What follows belongs to an exercise in optimizing a design on an open flow for small area; a production flow would make more cautious choices. No functional check of the RTL was part of this run. Power and IR drop assume default switching activity.

<file path="flow/run.sh">
#!/bin/bash
# synth_recipe.tcl (not shown) runs the flow's synth.tcl, then flattens the netlist and writes it again
# the make line also repeats each setting of config.mk as NAME=value (left out here)
make -C /OpenROAD-flow-scripts/flow DESIGN_CONFIG=/design/flow/config.mk WORK_HOME=/design/flow/orfs CLKGATE_MAP_FILE= SYNTH_SCRIPT=/design/flow/synth_recipe.tcl finish
</file>
<file path="flow/config.mk">
export PLATFORM = sky130hd
export DESIGN_NAME = cmd_ctrl_top
export DESIGN_NICKNAME = cmd_ctrl_top
export VERILOG_FILES = /design/flow/design.v
export SDC_FILE = /design/flow/constraint.sdc
export NUM_CORES = 4
export LEC_CHECK = 0
export CAP_MARGIN = 20
export CORE_MARGIN = 2
export CORE_UTILIZATION = 40
export SLEW_MARGIN = 20
</file>
<file path="flow/constraint.sdc">
create_clock -name core_clock -period 20.0 [get_ports {i_clk}]
set_input_delay 4.0000 -clock core_clock [delete_from_list [all_inputs] [get_ports {i_clk}]]
set_output_delay 4.0000 -clock core_clock [all_outputs]
set_load 0.01 [all_outputs]
</file>
<file path="flow/design.v">
module clk_div #(
    parameter       p_input_freq,
    parameter       p_output_freq
) (
    input           i_clk,
    input           i_rst,
    output          o_clk
);
localparam p_count =        (p_input_freq + p_output_freq) / (p_output_freq * 2);
localparam p_count_size =   $clog2(p_count);
reg [p_count_size-1:0]  r_count;
reg                     r_clk;
always @(posedge i_clk) begin
    if (~i_rst) begin
        r_count <= {p_count_size{1'b0}};
        r_clk   <= 1'b0;
    end
    else begin
        if (r_count >= p_count-1) begin
            r_count <= {p_count_size{1'b0}};
            r_clk   <= ~r_clk;
        end
        else begin
            r_count <= r_count + 1'b1;
        end
    end
end
assign o_clk = r_clk;
endmodule
module rx #(
    parameter       p_clk_freq,
    parameter       p_baud_freq
) (
    input           i_clk,
    input           i_rst,
    input           i_rx,
    output          o_new,
    output          o_err,
    output [7:0]    o_data
);
wire w_baud_clk;
wire w_sync_baud_clk;
assign w_sync_baud_clk = ~(i_rx & (r_state == s_IDLE));
clk_div #(
    .p_input_freq(p_clk_freq),
    .p_output_freq(p_baud_freq)
) baud_clk (
    .i_clk(i_clk),
    .i_rst(w_sync_baud_clk & i_rst),
    .o_clk(w_baud_clk)
);
parameter 
    s_IDLE      = 3'd0,
    s_RECV      = 3'd1,
    s_PARITY    = 3'd2,
    s_STOP1     = 3'd3,
    s_STOP2     = 3'd4;
reg [2:0] r_state;
reg [7:0] r_data;
reg [2:0] r_bit;
reg       r_new;
reg       r_parity;
reg  r_baud_clk_prev;
wire w_baud_clk_rising = ~r_baud_clk_prev & w_baud_clk;
always @(posedge i_clk or negedge i_rst) begin
    if (~i_rst) begin
        r_baud_clk_prev <= 1'b0;
    end
    else begin
        r_baud_clk_prev <= w_baud_clk;
    end
end
always @(posedge i_clk or negedge i_rst) begin
    if (~i_rst) begin
        r_state  <= s_IDLE;
        r_data   <= 8'd0;
        r_bit    <= 3'd0;
        r_new    <= 1'b0;
        r_parity <= 1'b0;
    end
    else if (w_baud_clk_rising) begin
        case (r_state) 
            s_IDLE: begin
                r_state <= s_RECV;
                r_bit <= 3'd0;
                r_new <= 1'b0;
            end
            s_RECV: begin
                r_data[r_bit] <= i_rx;
                r_bit <= r_bit + 1'b1;
                if (r_bit == 3'd7) 
                    r_state <= s_PARITY;
            end
            s_PARITY: begin
                r_state <= s_STOP1;
                r_parity <= i_rx;
            end
            s_STOP1: begin
                r_state <= s_IDLE; 
                r_new <= 1'b1;
            end
            s_STOP2: begin
                r_state <= s_IDLE;
            end
        endcase
    end
end
assign o_data = r_data;
assign o_new  = r_new;
assign o_err  = r_new & (^r_data ^ r_parity);
endmodule
module tx #(
    parameter       p_clk_freq,
    parameter       p_baud_freq
) (
    input           i_clk,
    input           i_rst,
    output          o_tx,
    output          o_done,
    input           i_start,
    input [7:0]     i_data
);
wire w_baud_clk;
clk_div #(
    .p_input_freq(p_clk_freq),
    .p_output_freq(p_baud_freq)
) baud_clk (
    .i_clk(i_clk),
    .i_rst(i_rst),
    .o_clk(w_baud_clk)
);
reg r_baud_clk_prev;
wire w_baud_clk_rising = ~r_baud_clk_prev & w_baud_clk;
always @(posedge i_clk or negedge i_rst) begin
    if (~i_rst) begin
        r_baud_clk_prev <= 1'b0;
    end
    else begin
        r_baud_clk_prev <= w_baud_clk;
    end
end
reg r_start_rising;
always @(posedge i_clk or negedge i_rst) begin
    if (~i_rst) begin
        r_start_rising <= 1'b0;
    end
    else begin
        if (~r_start_rising) begin
            r_start_rising <= i_start;
        end
        if (w_baud_clk_rising && r_start_rising) begin
            r_start_rising <= i_start;
        end
    end
end
parameter 
    s_IDLE      = 2'd0,
    s_SEND      = 2'd1,
    s_PARITY    = 2'd2,
    s_STOP      = 2'd3;
reg [1:0] r_state;
reg [7:0] r_data;
reg [2:0] r_bit;
reg       r_tx;
reg       r_done;
wire w_parity = ^r_data;
always @(posedge i_clk or negedge i_rst) begin
    if (~i_rst) begin
        r_state  <= s_IDLE;
        r_data   <= 8'd0;
        r_bit    <= 3'd0;
        r_tx     <= 1'b1;
        r_done   <= 1'b0;
    end
    else if (w_baud_clk_rising) begin
        case (r_state) 
            s_IDLE: begin
                if (r_start_rising == 1'b1) begin
                    r_state <= s_SEND;
                    r_tx    <= 1'b0;
                    r_data  <= i_data;
                    r_done  <= 1'b0;
                    r_bit   <= 3'd0;
                end
                else begin
                    r_done  <= 1'b1;
                end
            end
            s_SEND: begin
                r_tx <= r_data[r_bit];
                r_bit <= r_bit + 1'b1;
                if (r_bit == 3'd7) 
                    r_state <= s_PARITY;
            end
            s_PARITY: begin
                r_tx <= w_parity;
                r_state <= s_STOP;
            end
            s_STOP: begin
                r_tx <= 1'b1;
                r_state <= s_IDLE; 
            end
        endcase
    end
end
assign o_tx = r_tx;
assign o_done = r_done;
endmodule
module uart #(
    parameter       p_clk_freq,
    parameter       p_baud_freq
) (
    input           i_clk,
    input           i_rst,
    input           i_loopback,
    output          o_tx,
    output          o_tx_done,
    input           i_tx_start,
    input [7:0]     i_tx_data,
    input           i_rx,
    output          o_rx_new,
    output          o_rx_err,
    output [7:0]    o_rx_data
);
rx #(
    .p_clk_freq(p_clk_freq),
    .p_baud_freq(p_baud_freq)
) recvier (
    .i_clk(i_clk),
    .i_rst(i_rst),
    .i_rx(i_rx),
    .o_new(o_rx_new),
    .o_err(o_rx_err),
    .o_data(o_rx_data)
);
wire w_tx;
assign o_tx = (i_loopback) ? i_rx : w_tx;
tx #(
    .p_clk_freq(p_clk_freq),
    .p_baud_freq(p_baud_freq)
) transmitter (
    .i_clk(i_clk),
    .i_rst(i_rst),
    .o_tx(w_tx),
    .o_done(o_tx_done),
    .i_start(i_tx_start),
    .i_data(i_tx_data)
);
endmodule
module cmd_controller (
    input           i_clk,
    input           i_rst,
    input           i_resp_ready,
    input  [63:0]   i_resp_data,
    output [7:0]    o_cmd,
    output [63:0]   o_cmd_data,
    output          o_cmd_new,
    input  [7:0]    i_rx_data,
    input           i_rx_new,
    input           i_rx_err,
    input           i_tx_done,
    output          o_tx_start,
    output [7:0]    o_tx_data,
    output          o_loopback
);
localparam p_num_commands = 1;
localparam p_max_cmd_data_bytes = 64;
localparam p_max_resp_data_bytes = 64;
localparam p_size_cmd_data_bytes = $clog2(p_max_cmd_data_bytes);
localparam p_size_resp_data_bytes = $clog2(p_max_resp_data_bytes);
localparam p_cmd_settings_size = p_size_cmd_data_bytes + p_size_resp_data_bytes + 1;
localparam [p_cmd_settings_size-1:0] 
    p_cmd_ping  = {1'b1, 5'd1, 5'd1},
    p_cmd_read  = {1'b1, 5'd0, 5'd1},
    p_cmd_write = {1'b1, 5'd1, 5'd0},
    p_cmd_none  = {1'b0, 5'd0, 5'd0};
assign {w_cmd_cli, w_cmd_data_bytes, w_resp_data_bytes} = 
    r_cmd == 8'h70 ? p_cmd_ping  :
    r_cmd == 8'h72 ? p_cmd_read  :
    r_cmd == 8'h77 ? p_cmd_write :
                     p_cmd_none  ;
wire [4:0] w_cmd_data_bytes;
wire [4:0] w_resp_data_bytes;
wire       w_cmd_cli;
wire [3:0] w_rx_data_hex = 
    (i_rx_data == 8'h30) ? 4'h0 :
    (i_rx_data == 8'h31) ? 4'h1 :
    (i_rx_data == 8'h32) ? 4'h2 :
    (i_rx_data == 8'h33) ? 4'h3 :
    (i_rx_data == 8'h34) ? 4'h4 :
    (i_rx_data == 8'h35) ? 4'h5 :
    (i_rx_data == 8'h36) ? 4'h6 :
    (i_rx_data == 8'h37) ? 4'h7 :
    (i_rx_data == 8'h38) ? 4'h8 :
    (i_rx_data == 8'h39) ? 4'h9 :
    (i_rx_data == 8'h41) ? 4'hA :
    (i_rx_data == 8'h42) ? 4'hB :
    (i_rx_data == 8'h43) ? 4'hC :
    (i_rx_data == 8'h44) ? 4'hD :
    (i_rx_data == 8'h45) ? 4'hE :
                           4'hF ;
wire [7:0] w_tx_data_hex = 
    (r_resp_data[3:0] == 4'h0) ? 8'h30 :
    (r_resp_data[3:0] == 4'h1) ? 8'h31 :
    (r_resp_data[3:0] == 4'h2) ? 8'h32 :
    (r_resp_data[3:0] == 4'h3) ? 8'h33 :
    (r_resp_data[3:0] == 4'h4) ? 8'h34 :
    (r_resp_data[3:0] == 4'h5) ? 8'h35 :
    (r_resp_data[3:0] == 4'h6) ? 8'h36 :
    (r_resp_data[3:0] == 4'h7) ? 8'h37 :
    (r_resp_data[3:0] == 4'h8) ? 8'h38 :
    (r_resp_data[3:0] == 4'h9) ? 8'h39 :
    (r_resp_data[3:0] == 4'hA) ? 8'h41 :
    (r_resp_data[3:0] == 4'hB) ? 8'h42 :
    (r_resp_data[3:0] == 4'hC) ? 8'h43 :
    (r_resp_data[3:0] == 4'hD) ? 8'h44 :
    (r_resp_data[3:0] == 4'hE) ? 8'h45 :
                                 8'h46 ;
reg r_rx_new_prev;
wire w_rx_new_rising = ~r_rx_new_prev & i_rx_new;
always @(posedge i_clk or negedge i_rst) begin
    if (~i_rst) begin
        r_rx_new_prev <= 1'b0;
    end
    else begin
        r_rx_new_prev <= i_rx_new;
    end
end
reg r_tx_done_prev;
wire w_tx_done_rising = ~r_tx_done_prev & i_tx_done;
always @(posedge i_clk or negedge i_rst) begin
    if (~i_rst) begin
        r_tx_done_prev <= 1'b0;
    end
    else begin
        r_tx_done_prev <= i_tx_done;
    end
end
reg [7:0]  r_cmd;
reg [63:0] r_cmd_data;
reg        r_cmd_new;
reg [7:0]  r_tx_data;
reg        r_tx_start;
reg        r_loopback;
parameter [3:0]
    s_idle         = 4'd0,
    s_cmd          = 4'd1,
    s_data         = 4'd2,
    s_cmd_process  = 4'd3,
    s_resp         = 4'd4,
    s_tx_wait      = 4'd5,
    s_pre_data_cli = 4'd6,
    s_pre_resp_cli = 4'd7,
    s_post_cli_cr  = 4'd8,
    s_post_cli_nl  = 4'd9;
reg [3:0]  r_state;
reg [3:0]  r_next_state;
reg [63:0] r_resp_data;
reg [3:0]  r_cmd_data_count;
reg [3:0]  r_resp_data_count;
always @(posedge i_clk or negedge i_rst) begin
    if (~i_rst) begin
        r_cmd      <= 8'd0;
        r_cmd_data <= 64'd0;
        r_cmd_new  <= 1'b0;
        r_tx_data  <= 8'd0;
        r_tx_start <= 1'b0;
        r_loopback <= 1'b1;
        r_state           <= s_idle;
        r_next_state      <= s_idle;
        r_resp_data       <= 64'd0; 
        r_cmd_data_count  <= 4'd0;
        r_resp_data_count <= 4'd0;
    end
    else begin
        r_cmd_new <= 1'b0;
        case (r_state)
            s_idle: begin
                if (w_rx_new_rising) begin
                    r_state <= s_cmd;
                    r_cmd <= i_rx_data;
                end
            end 
            s_cmd: begin
                r_state <= (w_cmd_cli) ? s_pre_data_cli : s_data;
                r_cmd_data_count <= (w_cmd_cli) ? w_cmd_data_bytes << 1 : w_cmd_data_bytes;
                r_resp_data_count <= (w_cmd_cli) ? w_resp_data_bytes << 1 : w_resp_data_bytes;
            end 
            s_pre_data_cli: begin
                r_tx_start   <= 1'b1;
                r_tx_data    <= 8'h3A;
                r_state      <= s_tx_wait;
                r_next_state <= s_data;
            end
            s_data: begin
                if (r_cmd_data_count == 0) begin
                    r_state <= (w_cmd_cli && r_resp_data_count) ? s_pre_resp_cli : s_cmd_process;
                    r_cmd_new <= 1'b1;
                end 
                else if (w_rx_new_rising) begin
                    r_cmd_data <= (w_cmd_cli) ? ((r_cmd_data << 4) | w_rx_data_hex) : ((r_cmd_data << 8) | i_rx_data);
                    r_cmd_data_count <= r_cmd_data_count - 1;
                end
            end 
            s_pre_resp_cli: begin
                r_tx_start   <= 1'b1;
                r_tx_data    <= 8'h3E;
                r_state      <= s_tx_wait;
                r_next_state <= s_cmd_process;
            end
            s_cmd_process: begin
                if (i_resp_ready) begin
                    r_state      <= s_resp;
                    r_resp_data  <= i_resp_data;
                    r_loopback   <= 1'b0;
                end
            end
            s_resp: begin
                if (r_resp_data_count == 0) begin
                    r_state    <= (w_cmd_cli) ? s_post_cli_cr : s_idle;
                    r_tx_start <= 1'b0;
                    r_loopback <= 1'b1;
                end 
                else begin
                    r_resp_data      <= (w_cmd_cli) ? (r_resp_data >> 4) : (r_resp_data >> 8);
                    r_tx_data        <= (w_cmd_cli) ? w_tx_data_hex : r_resp_data[7:0];
                    r_state          <= s_tx_wait;
                    r_next_state     <= s_resp;
                    r_tx_start       <= 1'b1;
                    r_resp_data_count <= r_resp_data_count - 1;
                end
            end
            s_post_cli_cr: begin
                r_tx_start   <= 1'b1;
                r_tx_data    <= 8'h0D;
                r_state      <= s_tx_wait;
                r_next_state <= s_post_cli_nl;
            end
            s_post_cli_nl: begin
                r_tx_start   <= 1'b1;
                r_tx_data    <= 8'h0A;
                r_state      <= s_tx_wait;
                r_next_state <= s_idle;
            end
            s_tx_wait: begin
                r_loopback <= 1'b0;
                r_tx_start <= 1'b0;
                if (w_tx_done_rising) begin
                    r_loopback <= 1'b1;
                    r_state    <= r_next_state;
                end
            end
        endcase
    end
end
assign o_tx_data  = r_tx_data;
assign o_tx_start = r_tx_start;
assign o_cmd      = r_cmd;
assign o_cmd_data = r_cmd_data;
assign o_cmd_new  = r_cmd_new;
assign o_loopback = r_loopback;
endmodule
module cmd_ctrl_top #(
    parameter       p_clk_freq  = 50000000,
    parameter       p_baud_freq = 115200
) (
    input           i_clk,
    input           i_rst,
    output          o_tx,
    input           i_rx
);
wire [7:0]  w_cmd;
wire [63:0] w_cmd_data;
wire [63:0] w_resp_data;
wire        w_cmd_new;
wire        w_loopback;
assign w_resp_data = 
    (w_cmd == 8'h70) ? w_cmd_data     :
    (w_cmd == 8'h72) ? {56'd0, r_reg} :
    (w_cmd == 8'h77) ? 64'd0          :
                       64'd0          ;
reg [7:0] r_reg;
always @(posedge i_clk or negedge i_rst) begin
    if (~i_rst) begin
        r_reg <= 8'd0;
    end
    else if (w_cmd_new && (w_cmd == 8'h77)) begin
        r_reg <= w_cmd_data[7:0];
    end
end
cmd_controller ctrl (
    .i_clk(i_clk),
    .i_rst(i_rst),
    .i_resp_ready(1'b1),
    .i_resp_data(w_resp_data),
    .o_cmd(w_cmd),
    .o_cmd_data(w_cmd_data),
    .o_cmd_new(w_cmd_new),
    .i_rx_data(w_rx_data),
    .i_rx_new(w_rx_new),
    .i_rx_err(w_rx_err),
    .i_tx_done(w_tx_done),
    .o_tx_start(w_tx_start),
    .o_tx_data(w_tx_data),
    .o_loopback(w_loopback)
);
wire [7:0] w_rx_data;
wire       w_rx_new;
wire       w_rx_err;
wire       o_rx_err;
wire       w_tx_done;
wire       w_tx_start;
wire [7:0] w_tx_data;
uart #(
    .p_clk_freq(p_clk_freq),
    .p_baud_freq(p_baud_freq)
) controller (
    .i_clk(i_clk),
    .i_rst(i_rst),
    .i_loopback(w_loopback),
    .o_tx(o_tx),
    .o_tx_done(w_tx_done),
    .i_tx_start(w_tx_start),
    .i_tx_data(w_tx_data),
    .i_rx(i_rx),
    .o_rx_new(w_rx_new),
    .o_rx_err(o_rx_err),
    .o_rx_data(w_rx_data)
);
endmodule
</file>
==> run summary <==
metrics by stage:
step | setup slack, ps | hold WS (ps) | util (%) | area, um^2 | total power, mW
after floorplan | 11720 | 352 | - | 11300 | 0.560
after global placement | 10540 | 360 | 41.5 | 11500 | 0.587
after detailed placement | 10530 | 365 | 41.5 | 11500 | 0.589
after CTS | 10530 | 374 | 44.4 | 12300 | 1.04
after global routing | 10500 | 385 | 44.4 | 12300 | 1.08
final | 10570 | 371 | 44.4 | 12300 | 1.03
synth_stat cells (all sizes together) (4+ instances only):
cell      n
nor2    239
dfrtp   203
nand2   158
mux2     92
a31oi    69
a221oi   62
buf      43
o21ai    39
clkbuf   36
a21oi    29
inv      28
nand3    24
ha       23
dfxtp    18
xnor2    13
xor2     11
a211oi   10
a22o     10
and2      7
nor2b     7
nand2b    6
nor3      6
o211ai    6
a21o      4
nand3b    4
final timing paths:
kind / to / slack [ps] / from / depth (start not counted)
max in group asynchronous: ctrl.r_resp_data[8] / 15150 / i_rst / 2
hold / removal: controller.transmitter.r_baud_clk_prev / 370 / controller.transmitter.baud_clk.r_clk / 0
hold reg to reg: controller.transmitter.r_baud_clk_prev / 370 / controller.transmitter.baud_clk.r_clk / 0
min in group asynchronous: ctrl.r_resp_data[57] / 3460 / i_rst / 1
setup / recovery: o_tx / 10570 / i_rx / 3
setup reg to reg: ctrl.r_resp_data[3] / 16470 / ctrl.r_cmd[1] / 7
power by group:
group,switching [mW],internal (mW)
Clock,0.179,0.270
Combinational,0.0520,0.0357
Sequential,0.0220,0.470
Total,0.253,0.777
logic make-up after synthesis:
logic type | share of synthesized area, %
AO/OA/AOI/OAI | 15.3
XOR/XNOR | 1.86
adder cells (fa/ha/maj) | 2.55
buffers and inverters | 4.63
flip-flops | 48.6
multiplexers | 9.45
AND/OR/NAND/NOR | 17.6
per-layer routing:
metal  track usage (%)  vias to the layer above  part of all wire (%)
met5                 0                        -                     0
met4              3.36                        0                   1.2
met3              2.20                       23                   3.6
met2              27.2                      134                    45
met1              23.5                     4061                    50
li1                  -                     4139                     -
worst max-delay path, cell delays in order:
cell             delay (ps)
clkdlybuf4s50_1         680
mux2_2                  220
clkdlybuf4s50_1         520
final cells by class:
cell class / instances / share of cell area [%]
sequential: 223 / 44.6
clock buffer: 38 / 5.79
inverter: 29 / 0.883
multi-input combinational: 866 / 43.2
clock inverter: 6 / 0.761
timing repair buffer: 14 / 0.954
tap: 378 / 3.84
==> flow_summary.json <==
{
  "first_global_vias": 8228,
  "fill_cells": 2747,
  "synth_top_area_share_pct": 44.9,
  "final_number_of_max_transition_violations": 0,
  "post-place-cells": 1510,
  "netlist-cell-type-count": 64,
  "commonest_non_fill_non_tap_cells_in_the_layout": "nor2_1 (239), dfrtp_1 (203), nand2_1 (158)",
  "finalNonFillerCells": 1554,
  "yosys_register_bits": 223,
  "mostFrequentLayoutCell": "nor2_1",
  "worstHoldPathType": "reg -> reg",
  "cts.sinks": 223,
  "report.final.setup_viol": 0,
  "syn-num-nets": 1223,
  "cts_htree_levels": 1,
  "drt.antenna.violating_nets": 0,
  "post_synth_inst_count": 1197,
  "outcome": "no timing/DRC/antenna violations",
  "route.vias.total": 8357,
  "clock_tree_buffer_depth": 3,
  "crit_required_ps": 16000,
  "fraction_of_final_layout_cells_with_drive_strength_greater_than_1_pct": 13.3,
  "cts_resized": 0,
  "die_h_um": 172,
  "largest_registers": "ctrl.r_cmd_data (64), ctrl.r_resp_data (64)",
  "ir_drop_uv": 50.7,
  "insertion_delay_ps": 520,
  "number_of_design_rule_violations_left_after_detail_routing": 0,
  "numCtsBuffers": 24,
  "grt_antenna_before_repair": 0,
  "areaGrowthSynthToFinish_pct": 9.00,
  "wirelength_mm": 23.4,
  "wire_length_of_the_first_global_routing_pass_mm": 41.0,
  "hold_violations": 0,
  "seqCellArea_um2": 5490,
  "maximum_fanout_along_the_worst_path": 8,
  "number_of_design_rule_violations_left_by_the_first_detailed_router_iteration": 583,
  "worstSetupEndpointType": "output port",
  "critPathLaunchType": "input port",
  "critPathKind": "in -> out",
  "route.detailed.wl_per_inst_um": 15.1,
  "synth-seq-area-share_pct": 48.6,
  "max_cap_viol_count": 0,
  "floorplan.initialDensity_pct": 40.7,
  "boundaryPins": 4,
  "synthesis.area_um2": 11300,
  "worst_setup_hold_path_clk_slew_ps": 60,
  "dpl.hpwl_mm": 13.9,
  "drtPass1Iterations": 5,
  "port_buffer_cells": 3,
  "worstMarginPinSlew_ps": 968,
  "final_min_period_over_clock_period_pct": 47.2,
  "grt_setup_unrepaired": "false",
  "synth_area_per_cell_um2": 9.45,
  "timing.critical_path.arrival_ps": 5430,
  "fp.dieArea_um2": 29600,
  "diodes": 0,
  "synth-async-reset-ratio_pct": 91.9,
  "routabilityCongestion": 0.791,
  "synth_enable_flop_cells": 0,
  "largest_net_degree_at_the_start_of_global_routing": 81,
  "overflow": 0,
  "row_count": 61,
  "placeableCoreArea_um2": 27800,
  "finalCriticalPeriod_ps": 9430,
  "synth_largest_area_cell": "dfrtp_1",
  "post-cts-setup-buffer-count": 0,
  "synthTopCellsByArea": "dfrtp_1 (45%), mux2_2 (9.2%), nor2_1 (7.9%)",
  "tritoncts": "built",
  "synth.yosys.warnings": 5,
  "hold_buffers": 0,
  "synth-main-ff-cell": "dfrtp_1",
  "ctsRootBufferMaster": "clkbuf_16",
  "routed_via_density": 5.38,
  "multi_input_comb_area_um2": 5330,
  "power_density_nw_per_um2": 83.6,
  "die_width_um": 172,
  "worst_slew_margin_rel_pct": 35.4,
  "p_leak_nw": 5.44,
  "gr_usage_total_pct": 16.5,
  "fin_tns_setup_ps": 0,
  "timing.clock.skew_ps": 9.69,
  "achievable-frequency_mhz": 106,
  "num-nets-final": 1184
}

==> afterwards: timing with drivers on the ports <==
Ports are ideal in the flow. The routed layout listed here was re-timed in OpenROAD. Step 1: set_driving_cell puts a clkbuf_16 on i_clk and a buf_2 on each other input, an assumption about the parent block. Step 2 also shifts input and output timing later by t, the mid clock arrival at the registers, as if the neighbouring blocks saw the same clock. a / b / c = ideal / step 1 / step 2; a / b = the first two.
t (ns): 0.562
slack for setup (ns): 10.570 / 10.544 / 10.544
worst setup path at the end: input to output
slew at the worst register clock pin (ns): 0.07 / 0.07
cell pins on the clock port's net: 1
After both steps setup and hold are still met in this run. For this run, drivers alone change the setup slack by -0.026 ns; drivers and shift together by -0.026 ns.
